This is an optimization exercise on Yosys and OpenROAD, whose aim is small area, not a production implementation. Function was checked by simulation only, so behaviour that the tests miss may differ from the original.

===== design/flow/config.mk =====
export PLATFORM = sky130hd
export DESIGN_NAME = pipelined_processor
export DESIGN_NICKNAME = pipelined_processor
export VERILOG_FILES = /design/flow/design.v
export SDC_FILE = /design/flow/constraint.sdc
export NUM_CORES = 4
export LEC_CHECK = 0
export CAP_MARGIN = 20
export CORE_MARGIN = 2
export CORE_UTILIZATION = 40
export SLEW_MARGIN = 20

===== design/flow/constraint.sdc =====
create_clock -name core_clock -period 50.0 [get_ports {clk}]
set_input_delay 10.0000 -clock core_clock [delete_from_list [all_inputs] [get_ports {clk}]]
set_output_delay 10.0000 -clock core_clock [all_outputs]
set_load 0.01 [all_outputs]

===== design/flow/design.v =====
module ALU (
    input wire alu_en,
    input wire [4:0] opcode,   
    input wire [15:0] operand_1,
    input wire [15:0] operand_2,
    input wire bit_in,
    input wire [3:0] bit_position,   
    input wire [7:0] immediate, 
    input wire [15:0] current_flags,
    input wire [2:0] rd,   
    output reg [15:0] result_0,   
    output reg [15:0] result_1,   
    output reg alu_en_out,
    output reg [15:0] next_flags
);
  reg [31:0] mul_temp;
  reg [15:0] div_temp;
  reg [16:0] add_temp;
  function automatic parity;
    input [15:0] value;
    begin
      parity = ~^value;   
    end
  endfunction
  task set_common_flags;
    input [15:0] value;
    begin
      next_flags[7] = (value == 16'b0);
      next_flags[6] = value[15];
      next_flags[5] = parity(value);
    end
  endtask
  always @* begin
    result_0 = 16'h0000;
    result_1 = 16'h0000;
    next_flags = current_flags;
    add_temp = 17'h00000;
    mul_temp = 32'h00000000;
    if (!alu_en) begin
      case (opcode)
        5'b10110: result_0 = {operand_1[15:8], immediate};   
        5'b10111: result_0 = {immediate, operand_1[7:0]};   
        5'b11000: result_0 = operand_1;              
        default: result_0 = 16'h0000;            
      endcase
      result_1 = 16'h0000;
      next_flags = current_flags;
      alu_en_out = 1'b0;
    end
    else begin
      alu_en_out = 1'b1;
      case (opcode)
        5'b11001: begin
          add_temp = {1'b0, operand_1} + {1'b0, operand_2};
          result_0 = add_temp[15:0];
          next_flags[0] = add_temp[16];
          next_flags[1] = (operand_1[15] == operand_2[15]) && (result_0[15] != operand_1[15]);
          set_common_flags(result_0);
        end
        5'b00001: begin
          mul_temp = operand_1 * operand_2;
          result_0 = mul_temp[15:0];
          result_1 = mul_temp[31:16];
          next_flags[0] = 0;
        end
        5'b00010: begin
          result_0 = operand_1 - operand_2;
          next_flags[0] = (operand_1 < operand_2);
          next_flags[1] = (operand_1[15] != operand_2[15]) && (result_0[15] == operand_2[15]);
          next_flags[3] = (result_0 == 16'b0) ? 1 : 0;  
          set_common_flags(result_0);
        end
        5'b00011: begin
          if (operand_2 != 0) begin
            result_0 = operand_1 / operand_2;
            result_1 = operand_1 % operand_2;
            set_common_flags(result_0);
          end else begin
            result_0 = 16'hFFFF;
            next_flags[1] = 1'b1;
          end
        end
        5'b00100: begin
          result_0 = ~operand_1;
          set_common_flags(result_0);
        end
        5'b00101: begin
          result_0 = operand_1 & operand_2;
          set_common_flags(result_0);
        end
        5'b00110: begin
          result_0 = operand_1 | operand_2;
          set_common_flags(result_0);
        end
        5'b00111: begin
          result_0 = operand_1 ^ operand_2;
          set_common_flags(result_0);
        end
        5'b01000: begin
          add_temp = {1'b0, operand_1} + 16'b1;
          result_0 = add_temp[15:0];
          next_flags[0] = add_temp[16];
          next_flags[1] = (operand_1[15] == 1'b0) && (result_0[15] == 1'b1);
          set_common_flags(result_0);
        end
        5'b01001: begin
          add_temp = {1'b0, operand_1 - operand_2};
          next_flags[2] = (operand_1 > operand_2);
          next_flags[3] = (operand_1 == operand_2);
          next_flags[0] = (operand_1 < operand_2);
          set_common_flags(add_temp);
        end
        5'b01010: begin
          result_0 = {operand_1[0], operand_1[15:1]};
          set_common_flags(result_0);
        end
        5'b01011: begin
          result_0 = {operand_1[14:0], operand_1[15]};
          set_common_flags(result_0);
        end
        5'b01100: begin
          result_0 = operand_1 | (16'h0001 << bit_position);
          set_common_flags(result_0);
        end
        5'b01101: begin
          result_0 = operand_1 & ~(16'b1 << bit_position);
          set_common_flags(result_0);
        end
        5'b01110: begin
          result_0 = operand_1 ^ (16'b1 << bit_position);
          set_common_flags(result_0);
        end
        5'b01111: begin
          next_flags[bit_position] = 1'b1;
        end
        5'b10000: begin
          next_flags[bit_position] = 1'b0;
        end
        5'b10001: begin 
          next_flags[bit_position] = ~current_flags[bit_position];
        end
        5'b11110: begin
          next_flags[bit_position] = bit_in;
        end
        default: begin
        end
      endcase
    end
  end
endmodule
module Flag_Register(
  input wire clk,
  input wire reset,
  input wire flag_reg_en,
  input wire [15:0] next_flags,
  output wire [15:0] current_flags
);
  reg [15:0] stored_flags;
  always @(posedge clk or posedge reset) begin
    if (reset)
      stored_flags <= 16'b0;
    else if (flag_reg_en)
      stored_flags <= next_flags;
  end
  assign current_flags = flag_reg_en ? next_flags : stored_flags;
endmodule
module branch_register(
    input wire clk,
    input wire reset,
    input wire [10:0] branch_addr_in,
    input wire branch_en,
    output wire [10:0] branch_addr_out
);
    reg [10:0] stored_addr;
    always @(posedge clk or posedge reset) begin
        if (reset)
            stored_addr <= 11'b0;
        else if (branch_en)
            stored_addr <= branch_addr_in;
    end
    assign branch_addr_out = branch_en ? branch_addr_in : stored_addr;
endmodule
module control_unit (
    input wire clk,
    input wire [4:0] opcode,       
    input wire [15:0] flag_reg_values,
    input wire [3:0] flag_index,
    output reg alu_src,            
    output reg read_write,         
    output reg mem_write,          
    output reg mem_to_reg,         
    output reg branch_en,             
    output reg inc_pc,             
    output reg jump,               
    output reg mem_read,           
    output reg alu_op,             
    output reg io_op,              
    output reg [1:0] write_mode    
);
  reg flag_value;
  reg [1:0] branch_cooldown;
  always @(*) begin
    alu_src = 1'b0;       
    read_write = 1'b0;   
    mem_write = 1'b0;     
    mem_to_reg = 1'b0;    
    branch_en = 1'b0;        
    alu_op = 1'b0; 
    inc_pc = 1'b1;        
    jump = 1'b0;          
    mem_read = 1'b0;      
    write_mode = 2'b00;   
    io_op = 1'b0;
    flag_value = 1'b0;
    case (opcode)
      5'b11001,5'b00010, 5'b00011, 5'b00100, 5'b00101, 5'b00110, 5'b00111, 5'b01000, 5'b01010, 5'b01011, 5'b01100, 5'b01101, 5'b01110: begin
        read_write = 1'b1;
        alu_src = 1'b0;
        alu_op = 1'b1;
        write_mode = 2'b01;
      end
      5'b01001: begin
        read_write = 1'b0;
        alu_src = 1'b0;
        alu_op = 1'b1;
        write_mode = 2'b00;
      end
      5'b00001: begin
        read_write = 1'b1;
        alu_src = 1'b0;
        alu_op = 1'b1;
        write_mode = 2'b11;
      end
      5'b01111, 5'b10000, 5'b10001: begin
        flag_value = flag_reg_values [flag_index];
        alu_op = 1'b1;
      end
      5'b10100: begin
        read_write = 1'b1;
        mem_to_reg = 1'b1;
        mem_read = 1'b1;
        write_mode = 2'b11; 
        alu_op = 1'b0;
      end
      5'b10101: begin
        read_write = 1'b0;
        mem_write = 1'b1;
        alu_op = 1'b0;
      end
      5'b10110: begin
        read_write = 1'b1;
        alu_src = 1'b1;
        write_mode = 2'b01;
        alu_op = 1'b0;
      end
      5'b10111: begin
        read_write = 1'b1;
        alu_src = 1'b1;
        write_mode = 2'b01;
        alu_op = 1'b0;
      end
      5'b11000: begin
        read_write = 1'b1;
        alu_src = 1'b0;
        write_mode = 2'b01;
        alu_op = 1'b0;
      end
      5'b10011: begin
        alu_src = 1'b0;
        read_write = 1'b0;
        mem_write = 1'b0;
        mem_to_reg = 1'b0;
        branch_en = 1'b0;
        inc_pc = 1'b1;
        jump = 1'b0;
        mem_read = 1'b0;
        alu_op = 1'b0;
        write_mode = 2'b00;
        flag_value = flag_reg_values[flag_index];
        if (flag_value) begin
            branch_en = 1'b1;
            jump = 1'b1;
            inc_pc = 1'b0;
            alu_op = 1'b0; 
        end
      end
      5'b10010: begin
        read_write = 1'b0;
        write_mode = 2'b00;
        alu_op = 1'b0;
      end
      5'b00000: begin
      end
      5'b11101: begin
        read_write = 1'b1;
        write_mode = 2'b01;
        io_op = 1'b1;
      end
      5'b11100: begin
        read_write = 1'b0;
        write_mode = 2'b00;
        io_op = 1'b0;
      end
      5'b11110: begin
        alu_op = 1'b1;
        alu_src = 1'b1;
        io_op = 1'b1;
      end
      5'b11111: begin
        inc_pc = 1'b0;   
      end
      default: begin
        alu_op = 1'b0;
      end
    endcase
  end
endmodule
`timescale 1ps/1ps
module HAZARD_Unit(
  input wire clk,                          
  input wire alu_en_in,                       
  input wire [4:0] opcode_D,               
  input wire [4:0] opcode_E,               
  input wire [4:0] opcode_W,
  input wire [2:0] rd_D,                   
  input wire [2:0] source_reg1_D,          
  input wire [2:0] source_reg2_D,          
  input wire [2:0] rd_E,                   
  input wire [2:0] source_reg1_E,          
  input wire [2:0] source_reg2_E,          
  input wire [2:0] rd_W,                   
  input wire [2:0] source_reg1_W,          
  input wire [2:0] source_reg2_W,          
  input wire mem_read_E,                   
  input wire branch_en,                       
  input wire jump_hzd,                     
  input wire reg_write_D, 
  input wire reg_write_E,                  
  input wire reg_write_W,                  
  output reg stall_F,                      
  output reg stall_D,                      
  output reg stall_E,                      
  output reg flush_F,                      
  output reg flush_D,                      
  output reg flush_E,                      
  output reg [1:0] forward_A,              
  output reg [1:0] forward_B,               
  output reg forward_decode_A,   
  output reg forward_decode_B,   
  output reg alu_en_out
);
  always @(*) begin
    forward_A = 2'b00;
    forward_B = 2'b00;
    forward_decode_A = 1'b0;
    forward_decode_B = 1'b0;
    if (reg_write_W) begin
      if (rd_W == source_reg1_E) begin
        forward_A = 2'b10;
      end
      if (rd_W == source_reg2_E) begin
        forward_B = 2'b10;
      end
      if (rd_W == source_reg1_D) begin
        forward_decode_A = 1'b1;  
      end
      if (rd_W == source_reg2_D) begin
        forward_decode_B = 1'b1;  
      end
      if (reg_write_W && (opcode_D == 5'b10100) && (rd_W == source_reg1_D)) begin
        forward_decode_A = 1'b1;   
      end
    end
  end
  wire raw_hazard;
  wire lbh_lbl_hazard;              
  assign lbh_lbl_hazard = (
    ((opcode_E == 5'b10111 || opcode_E == 5'b10110)) && 
    (reg_write_E) && 
    ((rd_E == source_reg1_D) || (rd_E == source_reg2_D))
  );
  assign raw_hazard = reg_write_E && reg_write_W &&
                  ((rd_E == source_reg1_D) || (rd_E == source_reg2_D));
  wire control_hazard;
  assign control_hazard = branch_en && ((opcode_W == 5'b01111) || (opcode_W == 5'b10001));
  always @(*) begin
    stall_F = 1'b0;
    stall_D = 1'b0;
    stall_E = 1'b0;
    flush_F = 1'b0;
    flush_D = 1'b0;
    flush_E = 1'b0;
    alu_en_out = 1'b0; 
    if (branch_en) begin
        flush_F = 1'b1;
        flush_D = 1'b1;
        stall_F = 1'b1;  
        stall_D = 1'b1; 
        stall_E = 1'b1; 
        alu_en_out = 1'b0;
    end
  end
endmodule
`timescale 1ps/1ps
module FD_Register (
    input wire clk,
    input wire reset,
    input wire stall_F,
    input wire flush_F,
    input wire [15:0] instruction_in,
    input wire [10:0] pc_in,
    output reg [15:0] instruction_out,
    output reg [10:0] pc_out
);
    always @(posedge clk or posedge reset) begin
        if (reset) begin
            instruction_out <= 16'b0;
            pc_out <= 11'b0;
        end
        else if (flush_F) begin
            instruction_out <= 16'b0;
            pc_out <= 11'b0;
        end
        else if (!stall_F) begin
            instruction_out <= instruction_in;
            pc_out <= pc_in;
        end
    end
endmodule
module DE_Register (
    input wire clk,
    input wire reset,
    input wire stall_D,
    input wire flush_D,
    input wire [4:0] opcode_in,
    input wire [2:0] reg_write_addr_in,  
    input wire [2:0] source_reg1_in,  
    input wire [2:0] source_reg2_in,  
    input wire [15:0] reg_data_1_in,
    input wire [15:0] reg_data_2_in,
    input wire [7:0] immediate_in,
    input wire [3:0] bit_position_in,
    input wire [10:0] pc_in,
    input wire [15:0] flags_in,
    input wire [10:0] branch_addr_in,
    input wire alu_src_in,
    input wire [1:0] reg_write_in,
    input wire mem_write_in,
    input wire mem_to_reg_in,
    input wire mem_read_in,
    input wire read_write_in,
    input wire alu_op_in,
    input wire branch_en_in,
    input wire io_op_in, 
    output reg [4:0] opcode_out,
    output reg [2:0] reg_write_addr_out,  
    output reg [2:0] source_reg1_out,  
    output reg [2:0] source_reg2_out,  
    output reg [15:0] reg_data_1_out,
    output reg [15:0] reg_data_2_out,
    output reg [7:0] immediate_out,
    output reg [3:0] bit_position_out,
    output reg [10:0] pc_out,
    output reg [15:0] flags_out,
    output reg [10:0] branch_addr_out,
    output reg [10:0] mem_read_addr_out,
    output reg [3:0] bit_pos_E,
    output reg alu_src_out,
    output reg read_write_out,
    output reg mem_write_out,
    output reg mem_to_reg_out,
    output reg [1:0] write_mode_out,
    output reg mem_read_out,
    output reg alu_op_out,
    output reg io_op_out,
    output reg branch_en_out
);
    always @(posedge clk or posedge reset) begin
        if (reset) begin
            opcode_out <= 5'b0;
            reg_write_addr_out <= 3'b0;
            source_reg1_out <= 3'b0;
            source_reg2_out <= 3'b0;
            reg_data_1_out <= 16'b0;
            reg_data_2_out <= 16'b0;
            immediate_out <= 8'b0;
            bit_position_out <= 4'b0;
            pc_out <= 11'b0;
            flags_out <= 16'b0;
            branch_addr_out <= 11'b0;
            mem_read_addr_out <= 11'b0;
            alu_src_out <= 1'b0;
            read_write_out <= 1'b0;
            mem_read_out <= 1'b0;
            mem_write_out <= 1'b0;
            mem_to_reg_out <= 1'b0;
            write_mode_out <= 2'b00;
            alu_op_out <= 1'b0;
            io_op_out <= 1'b0;
            branch_en_out <= 1'b0;
            bit_pos_E <= 4'b0;
        end
        else if (flush_D) begin
            opcode_out <= 5'b0;
            reg_write_addr_out <= 3'b0;
            source_reg1_out <= 3'b0;
            source_reg2_out <= 3'b0;
            reg_data_1_out <= 16'b0;
            reg_data_2_out <= 16'b0;
            immediate_out <= 8'b0;
            bit_position_out <= 4'b0;
            pc_out <= 11'b0;
            flags_out <= 16'b0;
            branch_addr_out <= 11'b0;
            mem_read_addr_out <= 11'b0;
            alu_src_out <= 1'b0;
            read_write_out <= 1'b0;
            mem_read_out <= 1'b0;
            mem_write_out <= 1'b0;
            mem_to_reg_out <= 1'b0;
            write_mode_out <= 2'b00;
            alu_op_out <= 1'b0;
            io_op_out <= 1'b0;
            branch_en_out <= 1'b0;
            bit_pos_E <= 4'b0;
        end
        else if (!stall_D) begin
            opcode_out <= opcode_in;
            reg_write_addr_out <= reg_write_addr_in;
            source_reg1_out <= source_reg1_in;
            source_reg2_out <= source_reg2_in;
            reg_data_1_out <= reg_data_1_in;
            reg_data_2_out <= reg_data_2_in;
            immediate_out <= immediate_in;
            bit_pos_E <= io_op_in? bit_position_in : 4'b0000;
            bit_position_out <= io_op_in? 4'b0100 : bit_position_in;
            pc_out <= pc_in;
            flags_out <= flags_in;
            branch_addr_out <= branch_addr_in;
            mem_read_addr_out <= reg_data_1_in [10:0];
            alu_src_out <= alu_src_in;
            mem_read_out <= mem_read_in;
            mem_write_out <= mem_write_in;
            mem_to_reg_out <= mem_to_reg_in;
            write_mode_out <= reg_write_in;
            read_write_out <= read_write_in;
            alu_op_out <= alu_op_in;
            io_op_out <= io_op_in;
            branch_en_out <= branch_en_in;
        end
    end
endmodule
module EW_Register (
    input wire clk,
    input wire reset,
    input wire [4:0] opcode_in,
    input wire [2:0] reg_write_addr_in,  
    input wire [2:0] source_reg1_in,  
    input wire [2:0] source_reg2_in,  
    input wire [15:0] alu_result_0_in,
    input wire [15:0] alu_result_1_in,
    input wire [15:0] prev_alu_result_0,
    input wire [15:0] mem_data_in,
    input wire [15:0] flags_in,
    input wire [10:0] branch_addr_in,
    input wire [15:0] input_port_in,
    input wire [15:0] store_addr_in,
    input wire [15:0] store_data_in,
    input wire read_write_in,
    input wire [1:0] write_mode_in,
    input wire flag_reg_en_in,
    input wire mem_to_reg_in,
    input wire mem_write_in,
    input wire io_op_in,
    input wire flush_E,
    input wire stall_E,
    output reg [4:0] opcode_out,
    output reg [2:0] reg_write_addr_out,  
    output reg [2:0] source_reg1_out,  
    output reg [2:0] source_reg2_out,  
    output reg [15:0] reg_write_data_0_out,
    output reg [15:0] reg_write_data_1_out,
    output reg [15:0] flags_out,
    output reg [10:0] branch_addr_out,
    output reg [10:0] mem_addr_out,
    output reg [15:0] mem_write_data_out,
    output reg mem_write_out,
    output reg read_write_out,
    output reg [1:0] write_mode_out,
    output reg flag_reg_en_out,
    output reg io_op_out,
    output reg mem_to_reg_out
);
    always @(posedge clk or posedge reset) begin
        if (reset) begin
            opcode_out <= 5'b0;
            reg_write_addr_out <= 3'b0;
            source_reg1_out <= 3'b0;
            source_reg2_out <= 3'b0;
            reg_write_data_0_out <= 16'b0;
            reg_write_data_1_out <= 16'b0;
            flags_out <= 16'b0;
            mem_addr_out <= 11'b0;
            mem_write_data_out <= 16'b0;
            mem_write_out <= 1'b0;
            branch_addr_out <= 11'b0;
            read_write_out <= 1'b0;
            write_mode_out <= 2'b00;
            flag_reg_en_out <= 1'b0;
            io_op_out <= 1'b0;
            mem_to_reg_out <= 1'b0;
        end
        else if (flush_E) begin
            opcode_out <= 5'b0;
            reg_write_addr_out <= 3'b0;
            source_reg1_out <= 3'b0;
            source_reg2_out <= 3'b0;
            reg_write_data_0_out <= 16'b0;
            reg_write_data_1_out <= 16'b0;
            flags_out <= 16'b0;
            mem_addr_out <= 11'b0;
            mem_write_data_out <= 16'b0;
            mem_write_out <= 1'b0;
            branch_addr_out <= 11'b0;
            read_write_out <= 1'b0;
            write_mode_out <= 2'b00;
            flag_reg_en_out <= 1'b0;
            io_op_out <= 1'b0;
            mem_to_reg_out <= 1'b0;
        end
        else if (!stall_E) begin
            opcode_out <= opcode_in;
            reg_write_addr_out <= io_op_in ? source_reg1_in : reg_write_addr_in;
            source_reg1_out <= source_reg1_in;
            source_reg2_out <= source_reg2_in;
            reg_write_data_0_out <= mem_to_reg_in ? mem_data_in : io_op_in ? input_port_in:  alu_result_0_in;
            reg_write_data_1_out <= alu_result_1_in;
            flags_out <= flags_in;
            branch_addr_out <= branch_addr_in;
            mem_addr_out <= store_addr_in[10:0];
            mem_write_data_out <= store_data_in;
            mem_write_out <= mem_write_in;
            read_write_out <= read_write_in;
            write_mode_out <= write_mode_in;
            flag_reg_en_out <= flag_reg_en_in;
            io_op_out <= io_op_in;
            mem_to_reg_out <= mem_to_reg_in;
        end
    end
endmodule
`timescale 1ps / 1ps
module program_counter (
  input wire clk,
  input wire rst,
  input wire inc,
  input wire branch_en,
  input wire halt, 
  input wire [10:0] branch_addr,
  output reg [10:0] current_addr
);
  always @(posedge clk or posedge rst) begin
    if (rst) begin
      current_addr <= 11'b0;
    end else begin
      if (halt) begin
        current_addr <= current_addr; 
      end else if (branch_en) begin
        current_addr <= branch_addr;
      end else if (inc) begin
        current_addr <= current_addr + 11'b1;
      end else begin
      end
    end
  end
endmodule
module reg_file (
    input wire clk,
    input wire rst,
    input wire [2:0] read_addr_0,
    input wire [2:0] read_addr_1,
    output wire [15:0] read_data_0,
    output wire [15:0] read_data_1,
    input wire reg_write_en,            
    input wire [1:0] write_mode,        
    input wire [2:0] reg_write_addr_0,  
    input wire [2:0] reg_write_addr_1,  
    input wire [15:0] data_in_0,        
    input wire [15:0] data_in_1         
);
  reg [15:0] registers[0:7];
  always @(posedge clk or posedge rst) begin
    if (rst) begin
      registers[0] <= 16'b0;
      registers[1] <= 16'b0;
      registers[2] <= 16'b0;
      registers[3] <= 16'b0;
      registers[4] <= 16'b0;
      registers[5] <= 16'b0;
      registers[6] <= 16'b0;
      registers[7] <= 16'b0;
    end
   else if (reg_write_en) begin
        case (write_mode)
            2'b01: registers[reg_write_addr_0] <= data_in_0;
            2'b11: begin
                registers[reg_write_addr_0] <= data_in_0; 
                registers[reg_write_addr_1] <= data_in_1; 
            end
            default: begin
            end 
        endcase
    end
  end
  assign read_data_0 = registers[read_addr_0];
  assign read_data_1 = registers[read_addr_1];
endmodule
`timescale 1ps/1ps
module pipelined_processor(
  input wire clk,
  input wire rst,
  input wire [15:0] input_reg,
  output reg [15:0] output_reg,
  output wire [10:0] imem_addr,
  input wire [15:0] imem_rdata,
  output wire dmem_re,
  output wire [10:0] dmem_raddr,
  input wire [15:0] dmem_rdata,
  output wire dmem_we,
  output wire [10:0] dmem_waddr,
  output wire [15:0] dmem_wdata
);
  reg [15:0] prev_result_E;
  wire [10:0] PC_F;
  wire [15:0] instruction_F;
  wire [10:0] PC_D;
  wire [10:0] branch_addr_D;
  wire [15:0] instruction_D;
  wire [4:0] opcode_D;              
  wire [2:0] rs1_D;                 
  wire [2:0] rs2_D;                 
  wire [2:0] rd_D;                  
  wire [7:0] immediate_D;           
  wire [3:0] bit_pos_D;             
  wire [15:0] reg_data_1_D;         
  wire [15:0] reg_data_2_D;         
  wire [15:0] current_flags_D;      
  wire [15:0] next_flags_D;         
  wire stall_DE;                     
  wire flush_DE;                     
  wire stall_FD;                     
  wire flush_FD;                     
  wire jump_D;                      
  wire reg_write_D;                 
  wire alu_src_D;
  wire read_write_D;
  wire [1:0] write_mode_D;
  wire mem_write_D;
  wire mem_to_reg_D;
  wire branch_en_D;
  wire [10:0] branch_addr_in;
  wire inc_pc_D;                    
  wire IO_OP_D;
  wire [1:0] forward_A, forward_B;  
  wire [15:0] fwd_A, fwd_B;        
  wire [4:0] opcode_E;              
  wire [2:0] reg_write_addr_E;      
  wire [2:0] rs1_E;                 
  wire [2:0] rs2_E;                 
  wire [15:0] reg_data_1_E;         
  wire [15:0] reg_data_2_E;         
  wire [7:0] immediate_E;           
  wire [3:0] bit_position_E;        
  wire [15:0] flags_E;              
  wire [10:0] PC_E;                 
  wire ALU_EN_E;                    
  wire flag_reg_en_E;               
  wire alu_src_E;                   
  wire read_write_E;                
  wire [1:0] write_mode_E;          
  wire mem_read_E;                  
  wire mem_write_E;                 
  wire [10:0] mem_addr_E;           
  wire mem_to_reg_E;                
  wire [15:0] mem_data_E;           
  wire [15:0] next_flags_W;         
  wire mem_addr_D;                  
  wire [10:0] branch_addr_E;        
  wire branch_en_E;
  wire [15:0] next_flags_E;         
  wire [15:0] alu_operand_2;        
  wire flush_EW;                    
  wire stall_EW;                    
  wire IO_OP_E;
  wire forward_decode_A;
  wire forward_decode_B;
  wire [10:0] mem_addr_W;
  wire [15:0] mem_write_data_W;
  wire mem_to_reg_W;
  wire mem_write_W;
  wire [4:0] opcode_W;
  wire [2:0] reg_write_addr_W;
  wire [2:0] rs1_W;
  wire [2:0] rs2_W;
  wire [15:0] reg_write_data_0_W;
  wire [15:0] reg_write_data_1_W;
  wire read_write_W;
  wire [1:0] write_mode_W;
  wire flag_reg_en_W;  
  wire [15:0] flags_W;
  wire IO_OP_W;
  wire [10:0] branch_addr_W;
  wire [15:0] alu_result_0_E, alu_result_1_E;
  wire ALU_EN_D;
  wire alu_en_hzd;
  wire bit_in;
  wire [3:0] bit_pos_E;
  assign imem_addr = PC_F;
  assign instruction_F = imem_rdata;
  assign opcode_D = instruction_D[15:11];
  assign rd_D = instruction_D[10:8];        
  assign rs1_D = (opcode_D == 5'b01100 || opcode_D == 5'b01101 || opcode_D == 5'b01110 ||
                  opcode_D == 5'b10110 || opcode_D == 5'b10111) ? instruction_D[10:8] : instruction_D[7:5];        
  assign rs2_D = instruction_D[4:2];        
  assign immediate_D = instruction_D[7:0];  
  assign bit_pos_D = instruction_D[7:4];    
  assign branch_addr_in = instruction_D[10:0];
  assign bit_in = input_reg[bit_pos_E];
  assign fwd_A = (stall_EW || flush_EW)? reg_data_1_E: (forward_A == 2'b10) ? reg_write_data_0_W : reg_data_1_E;    
  assign fwd_B =  (stall_EW || flush_EW)? reg_data_2_E: (forward_B == 2'b10) ? 
               (stall_EW ? prev_result_E : reg_write_data_0_W) : 
               reg_data_2_E;
  wire [15:0] fwd_decode_A;
  wire [15:0] fwd_decode_B;
  assign fwd_decode_A = forward_decode_A ? reg_write_data_0_W : reg_data_1_D;
  assign fwd_decode_B = forward_decode_B ? reg_write_data_0_W : reg_data_2_D;
  assign alu_operand_2 = (alu_src_E) ? {8'h00, immediate_E} : fwd_B;
  assign dmem_re = mem_read_E;
  assign dmem_raddr = mem_addr_E;
  assign mem_data_E = dmem_rdata;
  assign dmem_we = mem_write_W;
  assign dmem_waddr = mem_addr_W;
  assign dmem_wdata = mem_write_data_W;
  program_counter PC (
    .clk(clk),
    .rst(rst),
    .inc(inc_pc_D & ~stall_FD),  
    .branch_en(branch_en_E),       
    .halt(~inc_pc_D),               
    .branch_addr(branch_addr_D),  
    .current_addr(PC_F)  
  );
  FD_Register FD_Reg (
    .clk(clk),
    .reset(rst),
    .stall_F(stall_FD),  
    .flush_F(flush_FD),  
    .instruction_in(instruction_F),  
    .pc_in(PC_F),  
    .instruction_out(instruction_D),  
    .pc_out(PC_D)  
  );
  branch_register Branch_Reg (
    .clk(clk),
    .reset(rst),
    .branch_addr_in(branch_addr_W),  
    .branch_en(branch_en_D),  
    .branch_addr_out(branch_addr_D)  
  );
  reg_file reg_file_unit (
    .clk(clk),
    .rst(rst),
    .read_addr_0(rs1_D),  
    .read_addr_1(rs2_D),  
    .read_data_0(reg_data_1_D),  
    .read_data_1(reg_data_2_D),  
    .reg_write_en(read_write_W),  
    .write_mode(write_mode_W),  
    .reg_write_addr_0(reg_write_addr_W),  
    .reg_write_addr_1(reg_write_addr_W == 3'b111 ? 3'b000 : reg_write_addr_W + 3'b001),  
    .data_in_0(reg_write_data_0_W),  
    .data_in_1(reg_write_data_1_W)  
  );
  Flag_Register flag_reg (
    .clk(clk),
    .reset(rst),
    .flag_reg_en(flag_reg_en_W),  
    .next_flags(next_flags_W),
    .current_flags(current_flags_D)  
  );
  control_unit control_unit (
    .opcode(opcode_D),  
    .flag_reg_values(current_flags_D),
    .flag_index(bit_pos_D),
    .alu_src(alu_src_D),  
    .read_write(read_write_D),  
    .mem_write(mem_write_D),  
    .mem_to_reg(mem_to_reg_D),  
    .branch_en(branch_en_D),  
    .inc_pc(inc_pc_D),  
    .jump(jump_D),  
    .mem_read(mem_addr_D),  
    .alu_op(ALU_EN_D),  
    .io_op(IO_OP_D),  
    .write_mode(write_mode_D)  
  );
  DE_Register DE_Reg (
    .clk(clk),
    .reset(rst),
    .stall_D(stall_DE),  
    .flush_D(flush_DE),  
    .opcode_in(opcode_D),  
    .reg_write_addr_in(rd_D),  
    .source_reg1_in(rs1_D),  
    .source_reg2_in(rs2_D),  
    .reg_data_1_in(fwd_decode_A),  
    .reg_data_2_in(fwd_decode_B),   
    .immediate_in(immediate_D),  
    .bit_position_in(bit_pos_D),  
    .pc_in(PC_D),  
    .flags_in(current_flags_D),  
    .branch_addr_in(branch_addr_in),  
    .alu_src_in(alu_src_D),
    .reg_write_in(write_mode_D),
    .mem_write_in(mem_write_D),
    .mem_to_reg_in(mem_to_reg_D),
    .mem_read_in(mem_addr_D),
    .read_write_in(read_write_D),
    .alu_op_in(ALU_EN_D),  
    .branch_en_in(branch_en_D),            
    .io_op_in(IO_OP_D),  
    .alu_src_out(alu_src_E),
    .read_write_out(read_write_E),
    .mem_write_out(mem_write_E),
    .mem_to_reg_out(mem_to_reg_E),
    .mem_read_out(mem_read_E),
    .write_mode_out(write_mode_E),
    .opcode_out(opcode_E),
    .reg_write_addr_out(reg_write_addr_E),
    .source_reg1_out(rs1_E), 
    .source_reg2_out(rs2_E),
    .reg_data_1_out(reg_data_1_E),
    .reg_data_2_out(reg_data_2_E),
    .immediate_out(immediate_E),
    .bit_pos_E(bit_pos_E),     
    .bit_position_out(bit_position_E),
    .pc_out(PC_E),
    .flags_out(flags_E),
    .branch_addr_out(branch_addr_E),
    .mem_read_addr_out(mem_addr_E),
    .alu_op_out(ALU_EN_E),  
    .io_op_out(IO_OP_E),
    .branch_en_out(branch_en_E)
  );
  ALU alu(
    .alu_en(ALU_EN_E),  
    .opcode(opcode_E),  
    .operand_1(fwd_A),  
    .operand_2(alu_operand_2),  
    .bit_in(bit_in),
    .bit_position(bit_position_E),  
    .immediate(immediate_E),  
    .current_flags(flags_E),  
    .rd(reg_write_addr_E),  
    .result_0(alu_result_0_E),  
    .result_1(alu_result_1_E),  
    .alu_en_out(flag_reg_en_E),  
    .next_flags(next_flags_E)   
    );
  EW_Register EW_Reg (
    .clk(clk),
    .reset(rst),
    .opcode_in(opcode_E),  
    .reg_write_addr_in(reg_write_addr_E),  
    .source_reg1_in(rs1_E),  
    .source_reg2_in(rs2_E),  
    .alu_result_0_in(alu_result_0_E),  
    .alu_result_1_in(alu_result_1_E),  
    .prev_alu_result_0(prev_result_E), 
    .mem_data_in(mem_data_E),  
    .flags_in(next_flags_E),  
    .branch_addr_in(branch_addr_E),  
    .input_port_in(input_reg),  
    .store_addr_in(fwd_A),  
    .store_data_in(fwd_B),  
    .stall_E(stall_EW),  
    .read_write_in(read_write_E),  
    .write_mode_in(write_mode_E),  
    .flag_reg_en_in(flag_reg_en_E),  
    .mem_to_reg_in(mem_to_reg_E),  
    .mem_write_in(mem_write_E),  
    .io_op_in(IO_OP_E),  
    .flush_E(flush_EW),  
    .opcode_out(opcode_W),  
    .reg_write_addr_out(reg_write_addr_W),  
    .source_reg1_out(rs1_W),  
    .source_reg2_out(rs2_W),  
    .reg_write_data_0_out(reg_write_data_0_W),  
    .reg_write_data_1_out(reg_write_data_1_W),  
    .read_write_out(read_write_W),  
    .write_mode_out(write_mode_W),  
    .flag_reg_en_out(flag_reg_en_W),  
    .flags_out(next_flags_W),  
    .branch_addr_out(branch_addr_W),  
    .mem_addr_out(mem_addr_W),  
    .mem_write_data_out(mem_write_data_W),  
    .mem_write_out(mem_write_W),  
    .io_op_out(IO_OP_W),   
    .mem_to_reg_out(mem_to_reg_W)  
  );
  HAZARD_Unit hazard_unit(
  .clk(clk),
  .alu_en_in(ALU_EN_D),                 
  .opcode_D(opcode_D),               
  .opcode_E(opcode_E),               
  .opcode_W(opcode_W),
  .rd_D(rd_D),                       
  .source_reg1_D(rs1_D),                     
  .source_reg2_D(rs2_D),                     
  .rd_E(reg_write_addr_E),           
  .source_reg1_E(rs1_E),                     
  .source_reg2_E(rs2_E),                     
  .rd_W(reg_write_addr_W),           
  .source_reg1_W(rs1_W),                     
  .source_reg2_W(rs2_W),                     
  .mem_read_E(mem_read_E),           
  .branch_en(branch_en_E),               
  .jump_hzd(jump_D),                     
  .reg_write_D(reg_write_D),          
  .reg_write_E(write_mode_E [0]),     
  .reg_write_W(write_mode_W[0]),     
  .stall_F(stall_FD),                 
  .stall_D(stall_DE),                 
  .stall_E(stall_EW),                 
  .flush_F(flush_FD),                 
  .flush_D(flush_DE),                 
  .flush_E(flush_EW),                 
  .forward_A(forward_A),             
  .forward_B(forward_B),              
  .forward_decode_A (forward_decode_A),
  .forward_decode_B (forward_decode_B),
  .alu_en_out(alu_en_hzd)   
);
always @(posedge clk or posedge rst) begin
  if (rst) begin
    prev_result_E <= 16'b0;
    output_reg <= 16'b0;
  end else if (flush_EW) begin 
    prev_result_E <= alu_result_0_E;
  end
  else if(opcode_E == 5'b11100) begin
    output_reg <= fwd_A;
  end
end
endmodule

===== design/flow/run.sh =====
#!/bin/bash
# synth_recipe.tcl (not shown) runs the flow's synth.tcl, then flattens the netlist and writes it again
# the make line also repeats each setting of config.mk as NAME=value (left out here)
make -C /OpenROAD-flow-scripts/flow DESIGN_CONFIG=/design/flow/config.mk WORK_HOME=/design/flow/orfs CLKGATE_MAP_FILE= SYNTH_SCRIPT=/design/flow/synth_recipe.tcl finish

==> run summary <==
## cells by family after synthesis
kind of cell | Yosys count | synth area share [%]
multiplexers | 186 | 5.26
adder cells (fa/ha/maj) | 637 | 21.2
XOR/XNOR | 307 | 6.07
AND/OR/NAND/NOR | 1740 | 17.5
AO/OA/AOI/OAI | 1540 | 21.9
flip-flops | 376 | 21.2
buffers and inverters | 790 | 6.88
## worst max-delay path: cells and delay by family (launching register included)
kind | cells | cell delay (ns)
flops | 1 | 0.79
fa+ha+maj | 15 | 5.04
buf+inv | 22 | 5.99
mux | 2 | 0.85
compound gates | 93 | 20.30
simple gates | 67 | 10.52
xor+xnor | 8 | 1.80
## final cells by class
cell class | instances | area share (%)
clock inverters | 14 | 0.253
diodes | 3 | 0.0155
inverters | 446 | 3.48
flip-flops and latches | 376 | 19.4
well taps | 1488 | 3.84
clock buffers | 53 | 2.31
multi-input cells | 4410 | 66.2
repair buffers | 248 | 4.46
## routing by layer
| metal | GRT usage, % | vias up | part of all wire (%) |
|---|---|---|---|
| li1 | - | 19500 | - |
| met1 | 44.4 | 21300 | 40 |
| met2 | 50.0 | 2475 | 42 |
| met3 | 8.92 | 596 | 11 |
| met4 | 17.7 | 6 | 6.3 |
| met5 | 0 | - | 0.020 |
## stage by stage
| step | setup WS [ns] | utilization, % | std cells |
|---|---|---|---|
| after floorplan | 10.35 | - | 5576 |
| after global placement | 6.00 | 42.8 | 6967 |
| after detailed placement | 5.05 | 42.8 | 6967 |
| after CTS | 4.92 | 43.9 | 7034 |
| after global routing | 0.275 | 43.9 | 7035 |
| final | 4.48 | 43.9 | 7038 |
## final timing paths
kind                       cells past startpoint                                 end                           start  slack, ns
setup reg to reg                             207     EW_Reg.flags_out[5]$_DFFE_PP0N_  DE_Reg.branch_en_out$_DFF_PP0_       4.48
hold / removal                                 1    EW_Reg.mem_write_out$_DFFE_PP0N_  DE_Reg.mem_write_out$_DFF_PP0_       0.48
hold reg to reg                                1    EW_Reg.mem_write_out$_DFFE_PP0N_  DE_Reg.mem_write_out$_DFF_PP0_       0.48
setup / recovery                             207     EW_Reg.flags_out[5]$_DFFE_PP0N_  DE_Reg.branch_en_out$_DFF_PP0_       4.48
max in group asynchronous                      5  DE_Reg.reg_data_2_out[9]$_DFF_PP0_                             rst      37.22
min in group asynchronous                      2     PC.current_addr[10]$_DFFE_PP0P_                             rst       9.90
## cell usage in the layout, fill, tap and decap left out, types with 86 or more instances in the layout
cell             count
clkdlybuf4s50_1    116
nand2_1            549
ha_1               434
o21ai_0            243
nor2_1             646
a21oi_1            516
dfrtp_1            374
nand3_1             95
buf_4              130
mux2i_1             86
nor3_1             114
fa_1               197
xnor2_1            243
o22ai_1            210
inv_1              422
## what timing repair did
item	4_1_cts	5_1_grt
endpoints found under the setup margin	0	1
gates resized for setup	0	1
buffers inserted	0	0
==> out/results.ini <==
[run_status]
status=timing/DRC/antenna clean

[critical_path]
required_ns=50.49
cpMaxStageDelayCell=a21oi_2
cp_slowest_stage_delay_ns=0.80
start_kind=register
worstPathArrival_ns=46.00
criticalPathCategory=reg -> reg
endpoint_kind=register
cp_max_fo=57
cpMostUsedCell=a21oi_1

[timing]
max-slew-margin-rel_pct=16.9
hold_ws_ns=0.476
tightest_slew_ns=1.25
setup_viol=0
slew_viol_final=0
fin_crit_sh_pct=91.0
finalClockSkew_ns=0.0485
rsz0062_at_grt=false
period_minus_slack_ns=45.52
tns_ns=0
hold_violations=0
fmax_mhz=22.0

[clocking]
clockBufferDepth=3
htree_levels=2
cts_root_buffer=clkbuf_16
cts_tree=built
numCtsBuffers=40
hold_buffers=0
numClockSinks=376
path_clk_slew_ns=0.07
clock_latency_ns=0.61

[yosys]
ys_types=113
yosysMostFrequentCell=nor2_1
ys.warnings.count=12
yosysSeqAreaShare_pct=21.2
postSynthCellCount=5576
ys_ff_latch=376
synth_top_area_share_pct=21.2
synth_common_cells=nor2_1, nand2_1, a21oi_1, ha_1, inv_1
synth_ff_type=dfrtp_1
synth_top_cell_by_area=dfrtp_1
syn-num-nets=6257
syn_avg_cell_area_um2=7.97
synth_edf_count=0
syn_area_um2=44400
synth_area_leaders=dfrtp_1, ha_1, fa_1
async_flop_share_pct=100

[min_path]
hp-class=reg -> reg

[placed_design]
placed_area_um2=47200
port_buffers=116
gp_congestion=1.09
hpwl_mm=144

[final_layout]
largest_reg_flops=128
syn2layout_area_growth_pct=9.14
layout-drive-gt1-share_pct=6.89
regArea_um2=9410
final.fill_count=11100
design_area_um2=48500
nets=6203
multi_input_area_um2=32100
max_flop_register=reg_file_unit.registers

[die]
fp.dieArea_um2=114000
die_x_um=337
initial_utilization_pct=40.3
num_io_pins=117
die_y_um=337
placementRows=122
core_area_um2=110000

[routing]
via_per_inst=6.24
remaining_drc_errors=0
first_pass_iters=8
routedWlPerCell_um=27.7
ant_nets=0
drtIter0Drc=5596
vias=43900
wl_mm=195

[grt]
grt_pass1_wl_mm=283
grt_pass1_vias=41900
grt_max_degree=112
antenna_found_initial=8
track_usage_pct=33.6
grt-ovfl-total=0

[run]
drv_cap=0

[port drivers added, routing unchanged]
Ports are ideal in the flow. The routed layout listed here was re-timed in OpenROAD.
Step 1 assumes that a clkbuf_16 drives the clock port and a buf_2 every other input.
Step 2 moves the port delays by t, midway between the first and last clock arrival at a register: inputs arrive t later, outputs are due t later. That takes back most of the time a late clock gives input paths.
a / b / c = ideal / step 1 / step 2; a / b = the first two.
shift t [ns]: 0.664
setup slack, ns: 4.483 / 4.483 / 4.483
worst register clock-pin slew, ns: 0.07 / 0.07
worst data-port slew with drivers (ns): 0.07
After both steps setup and hold are still met in this run. The setup slack of this run moves by 0.000 ns with the drivers and by 0.000 ns with both steps.
